This design comes from an exercise in tuning for small area and a short achievable clock period on the open sky130 flow, not from production work.
Function was checked by simulation only, so behaviour that the tests miss may differ from the original.
No driver is modelled on the clock port, so clock power and skew are understated where the tree is cut down; a real chip needs a root buffer or a tree.
Power and IR drop assume default switching activity.

==> inputs of ember <==
Design mac_unit, start of the top module:
module mac_unit(input clk,en,clr,
                input [15:0]a,b,
                output [39:0]c);
==> flow/config.mk <==
export PLATFORM = sky130hd
export DESIGN_NAME = mac_unit
export DESIGN_NICKNAME = mac_unit
export VERILOG_FILES = /design/flow/design.v
export SDC_FILE = /design/flow/constraint.sdc
export NUM_CORES = 4
export LEC_CHECK = 0
export CAP_MARGIN = 20
export CORE_MARGIN = 2
export CORE_UTILIZATION = 40
export SLEW_MARGIN = 20
export SYNTH_HIERARCHICAL = 1
export SYNTH_MINIMUM_KEEP_SIZE = 0
==> flow/constraint.sdc <==
create_clock -name core_clock -period 13.5 [get_ports {clk}]
set_input_delay 2.7000 -clock core_clock [delete_from_list [all_inputs] [get_ports {clk}]]
set_output_delay 2.7000 -clock core_clock [all_outputs]
set_load 0.01 [all_outputs]
standard.sh (not shown) runs the stock make flow with config.mk's settings and CLKGATE_MAP_FILE= SYNTH_SCRIPT=/design/flow/synth_recipe.tcl, a recipe that flattens the netlist after the stock synthesis.
==> flow/flow/run.sh <==
#!/bin/bash
# The standard layout (standard.sh), with these changes:
#  - every port gets a buf_1 buffer (ORFS's buffer_ports with -buffer_cell);
#  - before the resize step (flow/sizes.tcl) the output buffers become buf_2 and
#    the accumulator flip-flops that drive them dfxtp_2;
#  - after CTS (flow/clocktree.tcl) the clock tree is rebuilt as two balanced
#    levels of clkbuf_16 buffers (4 on the clock port, 8 driving the flip-flops);
#  - setup repair aims for 9.90 ns of slack at the design's clock period, and
#    does not remove buffers (so every port keeps its buffer).
# ORFS writes each step's full log under orfs/logs/; make's own output goes to standard.log.
export BUFFER_PORTS_ARGS="-buffer_cell sky130_fd_sc_hd__buf_1"
export PRE_RESIZE_TCL=$PWD/flow/sizes.tcl
export POST_CTS_TCL=$PWD/flow/clocktree.tcl
export SETUP_SLACK_MARGIN=9.90
export SKIP_BUFFER_REMOVAL=1
bash standard.sh > standard.log 2>&1
==> flow/flow/clocktree.tcl <==
# Two-level clock tree in place of the one CTS builds: the clock port drives four
# clkbuf_16 buffers, one per quadrant of the flip-flops, and each of these drives
# two clkbuf_16 buffers, one per half of its quadrant, which drive the flip-flops'
# clock pins. The groups are cut at median coordinates, so every flip-flop's clock
# goes through two equal buffers.
set block [ord::get_db_block]
set db [ord::get_db]
set bufm [$db findMaster sky130_fd_sc_hd__clkbuf_16]
set clk_net [$block findNet clk]

set ffs {}
foreach inst [$block getInsts] {
  if {[string match "sky130_fd_sc_hd__df*" [[$inst getMaster] getName]]} {
    lappend ffs $inst
  }
}
# remove the CTS buffers and their nets
set old_nets {}
foreach inst [$block getInsts] {
  if {[string match "clkbuf_*_clk" [$inst getName]]} {
    set onet [[$inst findITerm X] getNet]
    if {$onet != "NULL"} { lappend old_nets $onet }
    odb::dbInst_destroy $inst
  }
}
foreach ff $ffs {
  set it [$ff findITerm CLK]
  set n [$it getNet]
  if {$n != "NULL" && [$n getName] != "clk"} { $it disconnect }
}
foreach n $old_nets {
  if {[llength [$n getITerms]] == 0} { odb::dbNet_destroy $n }
}
if {[llength [$clk_net getITerms]] != 0} { error "clock port still drives cells" }

proc ffx {ff} { return [lindex [$ff getLocation] 0] }
proc ffy {ff} { return [lindex [$ff getLocation] 1] }
proc split2 {l axis} {
  set s [lsort -command [list apply {{axis a b} {expr {[ff$axis $a] - [ff$axis $b]}}} $axis] $l]
  set h [expr {[llength $s] / 2}]
  return [list [lrange $s 0 [expr {$h - 1}]] [lrange $s $h end]]
}
proc centroid {l} {
  set sx 0; set sy 0
  foreach ff $l { set sx [expr {$sx + [ffx $ff]}]; set sy [expr {$sy + [ffy $ff]}] }
  return [list [expr {$sx / [llength $l]}] [expr {$sy / [llength $l]}]]
}
proc add_buf {name loc in_net out_name} {
  global block bufm
  set buf [odb::dbInst_create $block $bufm $name]
  $buf setLocation {*}$loc
  $buf setPlacementStatus PLACED
  [$buf findITerm A] connect $in_net
  set net [odb::dbNet_create $block $out_name]
  $net setSigType CLOCK
  [$buf findITerm X] connect $net
  return $net
}
set quads {}
foreach half [split2 $ffs x] { lappend quads {*}[split2 $half y] }
set k 0
foreach q $quads {
  set rnet [add_buf "clkroot_$k" [centroid $q] $clk_net "clknet_root_$k"]
  set j 0
  foreach part [split2 $q x] {
    set lnet [add_buf "clkleaf_${k}_$j" [centroid $part] $rnet "clknet_leaf_${k}_$j"]
    foreach ff $part { [$ff findITerm CLK] connect $lnet }
    puts "clock buffer clkleaf_${k}_$j drives [llength $part] flip-flops"
    incr j
  }
  incr k
}

detailed_placement
check_placement -verbose
estimate_parasitics -placement
report_clock_skew
==> flow/flow/sizes.tcl <==
# Sizes of the output buffers (made by buffer_ports, named output*) and of the
# accumulator flip-flops that drive them.
foreach inst [get_cells {output*}] {
  replace_cell $inst sky130_fd_sc_hd__buf_2
}
foreach inst [get_cells {a1.acc*}] {
  replace_cell $inst sky130_fd_sc_hd__dfxtp_2
}
==> harbor (differences from ember) <==
==> flow/flow/run.sh (replaced) <==
#!/bin/bash
# The standard layout (standard.sh), with these changes:
#  - every port gets a buf_1 buffer (ORFS's buffer_ports with -buffer_cell);
#  - after CTS (flow/clocktree.tcl) the clock tree is rebuilt as two balanced
#    levels of inverters (4 inv_8 on the clock port, 8 inv_16 driving the flip-flops);
#  - setup repair aims for 9.70 ns of slack at the design's clock period, and
#    does not remove buffers (so every port keeps its buffer).
# ORFS writes each step's full log under orfs/logs/; make's own output goes to standard.log.
export BUFFER_PORTS_ARGS="-buffer_cell sky130_fd_sc_hd__buf_1"
export PRE_RESIZE_TCL=$PWD/flow/sizes.tcl
export POST_CTS_TCL=$PWD/flow/clocktree.tcl
export SETUP_SLACK_MARGIN=9.70
export SKIP_BUFFER_REMOVAL=1
bash standard.sh > standard.log 2>&1
--- a/flow/flow/clocktree.tcl
+++ b/flow/flow/clocktree.tcl
@@ -1,10 +1,6 @@
-# Two-level clock tree in place of the one CTS builds: the clock port drives four
-# clkbuf_16 buffers, one per quadrant of the flip-flops, and each of these drives
-# two clkbuf_16 buffers, one per half of its quadrant, which drive the flip-flops'
-# clock pins. The groups are cut at median coordinates, so every flip-flop's clock
-# goes through two equal buffers.
 set block [ord::get_db_block]
 set db [ord::get_db]
-set bufm [$db findMaster sky130_fd_sc_hd__clkbuf_16]
+set leafm [$db findMaster sky130_fd_sc_hd__inv_16]
+set rootm [$db findMaster sky130_fd_sc_hd__inv_8]
 set clk_net [$block findNet clk]
 
@@ -15,8 +11,10 @@
   }
 }
-# remove the CTS buffers and their nets
+# remove the CTS buffers, its dummy loads, and its nets
 set old_nets {}
 foreach inst [$block getInsts] {
-  if {[string match "clkbuf_*_clk" [$inst getName]]} {
+  if {[string match "clkload*" [$inst getName]]} {
+    odb::dbInst_destroy $inst
+  } elseif {[string match "clkbuf_*_clk" [$inst getName]]} {
     set onet [[$inst findITerm X] getNet]
     if {$onet != "NULL"} { lappend old_nets $onet }
@@ -46,7 +44,6 @@
   return [list [expr {$sx / [llength $l]}] [expr {$sy / [llength $l]}]]
 }
-proc add_buf {name loc in_net out_name} {
-  global block bufm
-  set buf [odb::dbInst_create $block $bufm $name]
+proc add_buf {block master name loc in_net out_name} {
+  set buf [odb::dbInst_create $block $master $name]
   $buf setLocation {*}$loc
   $buf setPlacementStatus PLACED
@@ -54,5 +51,5 @@
   set net [odb::dbNet_create $block $out_name]
   $net setSigType CLOCK
-  [$buf findITerm X] connect $net
+  [$buf findITerm Y] connect $net
   return $net
 }
@@ -61,10 +58,10 @@
 set k 0
 foreach q $quads {
-  set rnet [add_buf "clkroot_$k" [centroid $q] $clk_net "clknet_root_$k"]
+  set rnet [add_buf $block $rootm "clkroot_$k" [centroid $q] $clk_net "clknet_root_$k"]
   set j 0
   foreach part [split2 $q x] {
-    set lnet [add_buf "clkleaf_${k}_$j" [centroid $part] $rnet "clknet_leaf_${k}_$j"]
+    set lnet [add_buf $block $leafm "clkleaf_${k}_$j" [centroid $part] $rnet "clknet_leaf_${k}_$j"]
     foreach ff $part { [$ff findITerm CLK] connect $lnet }
-    puts "clock buffer clkleaf_${k}_$j drives [llength $part] flip-flops"
+    puts "clock inverter clkleaf_${k}_$j drives [llength $part] flip-flops"
     incr j
   }
--- a/flow/flow/sizes.tcl
+++ b/flow/flow/sizes.tcl
@@ -7,2 +7,11 @@
   replace_cell $inst sky130_fd_sc_hd__dfxtp_2
 }
+# the input buffers of en and clr, which drive the accumulator's control gates
+foreach port {en clr} {
+  foreach inst [get_cells -of_objects [get_nets $port]] {
+    replace_cell $inst sky130_fd_sc_hd__buf_2
+  }
+}
+foreach inst [get_cells {m1.ra* m1.rb*}] {
+  replace_cell $inst sky130_fd_sc_hd__dfxtp_4
+}
==> garnet (differences from ember) <==
==> flow/flow/run.sh (replaced) <==
#!/bin/bash
# The standard layout (standard.sh), with these changes:
#  - every port gets a buf_1 buffer (ORFS's buffer_ports with -buffer_cell);
#  - after CTS (flow/clocktree.tcl) the clock tree is rebuilt as two balanced
#    levels of inverters (4 inv_6 on the clock port, 8 inv_12 driving the flip-flops);
#  - setup repair keeps the standard target (0 ns of slack), and
#    does not remove buffers (so every port keeps its buffer).
# ORFS writes each step's full log under orfs/logs/; make's own output goes to standard.log.
export BUFFER_PORTS_ARGS="-buffer_cell sky130_fd_sc_hd__buf_1"
export PRE_RESIZE_TCL=$PWD/flow/sizes.tcl
export POST_CTS_TCL=$PWD/flow/clocktree.tcl
export SETUP_SLACK_MARGIN=0
export SKIP_BUFFER_REMOVAL=1
bash standard.sh > standard.log 2>&1
--- a/flow/flow/clocktree.tcl
+++ b/flow/flow/clocktree.tcl
@@ -1,10 +1,6 @@
-# Two-level clock tree in place of the one CTS builds: the clock port drives four
-# clkbuf_16 buffers, one per quadrant of the flip-flops, and each of these drives
-# two clkbuf_16 buffers, one per half of its quadrant, which drive the flip-flops'
-# clock pins. The groups are cut at median coordinates, so every flip-flop's clock
-# goes through two equal buffers.
 set block [ord::get_db_block]
 set db [ord::get_db]
-set bufm [$db findMaster sky130_fd_sc_hd__clkbuf_16]
+set leafm [$db findMaster sky130_fd_sc_hd__inv_12]
+set rootm [$db findMaster sky130_fd_sc_hd__inv_6]
 set clk_net [$block findNet clk]
 
@@ -15,8 +11,10 @@
   }
 }
-# remove the CTS buffers and their nets
+# remove the CTS buffers, its dummy loads, and its nets
 set old_nets {}
 foreach inst [$block getInsts] {
-  if {[string match "clkbuf_*_clk" [$inst getName]]} {
+  if {[string match "clkload*" [$inst getName]]} {
+    odb::dbInst_destroy $inst
+  } elseif {[string match "clkbuf_*_clk" [$inst getName]]} {
     set onet [[$inst findITerm X] getNet]
     if {$onet != "NULL"} { lappend old_nets $onet }
@@ -46,7 +44,6 @@
   return [list [expr {$sx / [llength $l]}] [expr {$sy / [llength $l]}]]
 }
-proc add_buf {name loc in_net out_name} {
-  global block bufm
-  set buf [odb::dbInst_create $block $bufm $name]
+proc add_buf {block master name loc in_net out_name} {
+  set buf [odb::dbInst_create $block $master $name]
   $buf setLocation {*}$loc
   $buf setPlacementStatus PLACED
@@ -54,5 +51,5 @@
   set net [odb::dbNet_create $block $out_name]
   $net setSigType CLOCK
-  [$buf findITerm X] connect $net
+  [$buf findITerm Y] connect $net
   return $net
 }
@@ -61,10 +58,10 @@
 set k 0
 foreach q $quads {
-  set rnet [add_buf "clkroot_$k" [centroid $q] $clk_net "clknet_root_$k"]
+  set rnet [add_buf $block $rootm "clkroot_$k" [centroid $q] $clk_net "clknet_root_$k"]
   set j 0
   foreach part [split2 $q x] {
-    set lnet [add_buf "clkleaf_${k}_$j" [centroid $part] $rnet "clknet_leaf_${k}_$j"]
+    set lnet [add_buf $block $leafm "clkleaf_${k}_$j" [centroid $part] $rnet "clknet_leaf_${k}_$j"]
     foreach ff $part { [$ff findITerm CLK] connect $lnet }
-    puts "clock buffer clkleaf_${k}_$j drives [llength $part] flip-flops"
+    puts "clock inverter clkleaf_${k}_$j drives [llength $part] flip-flops"
     incr j
   }
==> flow/flow/sizes.tcl (replaced) <==
# Sizes of the output buffers (made by buffer_ports, named output*) and of the
# accumulator flip-flops that drive them.
foreach inst [get_cells {output*}] {
  replace_cell $inst sky130_fd_sc_hd__buf_1
}
foreach inst [get_cells {a1.acc*}] {
  replace_cell $inst sky130_fd_sc_hd__dfxtp_1
}
# the input buffers of en and clr, which drive the accumulator's control gates
foreach port {en clr} {
  foreach inst [get_cells -of_objects [get_nets $port]] {
    replace_cell $inst sky130_fd_sc_hd__buf_8
  }
}
foreach inst [get_cells {m1.ra* m1.rb*}] {
  replace_cell $inst sky130_fd_sc_hd__dfxtp_4
}
Settings changed: CORE_UTILIZATION 40 to 60.
==> run summary <==
Die X=179 um; error msg=Error: cts.tcl, 90 can't read "block": no such variable; row count=64; status=stopped before the end; Placed Area=12,800 um^2; Stopped at=clock tree synthesis (4_1_cts); DPL Wire Length=18,700 um
Source of the figures above: ember

==> run summary <==
status=timing/DRC/antenna clean; GR Util met1=34.4%; total length of routed wires=23,700 um; Area Growth Syn to Fin=5.31%; Slew @ Worst Pin=0.453 ns; DP Worst Slack=9.86 ns; met2 wire length=10,900 um; DPL Wire Length=18,300 um; Die X=147 um; CP endpoint kind=flop; row count=52; post-synth cell types=45
Source of the figures above: garnet

==> run summary <==
placed instance count=1,500; Non-Filler Instances=1,513; DPL Wire Length=18,800 um; clock group power=268 uW; top layer in use=met4; Syn Inst Count=1,101; post-synth cell types=45; Die X=179 um; IO Pins=75; row count=64; synthesized area=12,200 um^2; status=timing/DRC/antenna clean; Placed Area=13,000 um^2
Source of the figures above: harbor

The clock cells of harbor and garnet come from the design's own scripts or RTL, not from TritonCTS.

[re-timing with driven ports]
The flow's constraints put no driver on any port. The routed layouts listed below were extracted and timed again, unchanged, in two steps.
Step 1 (the two cells are an assumption about what drives the block):
set clk [get_ports {clk}]
set_driving_cell -lib_cell sky130_fd_sc_hd__clkbuf_16 $clk
set_driving_cell -lib_cell sky130_fd_sc_hd__buf_2 [delete_from_list [all_inputs] $clk]
Step 2, shift: input delay + t, output delay - t, t = (earliest + latest rising clock arrival at the registers) / 2. This alone moves slack from input paths to output paths.
Three values: ideal ports, drivers, drivers and shift; two values: the first two.
run	t, ns	slack for setup (ns)	worst register clock-pin slew, ns	worst data-port slew with drivers (ns)
harbor	0.272	9.927 / 9.974 / 9.776	0.08 / 0.08	0.03
garnet	0.274	9.993 / 9.934 / 9.832	0.10 / 0.10	0.06
After both steps every run listed still meets setup and hold. The setup slack of garnet, which loses most, moves by -0.059 ns with the drivers and by -0.161 ns with both steps.
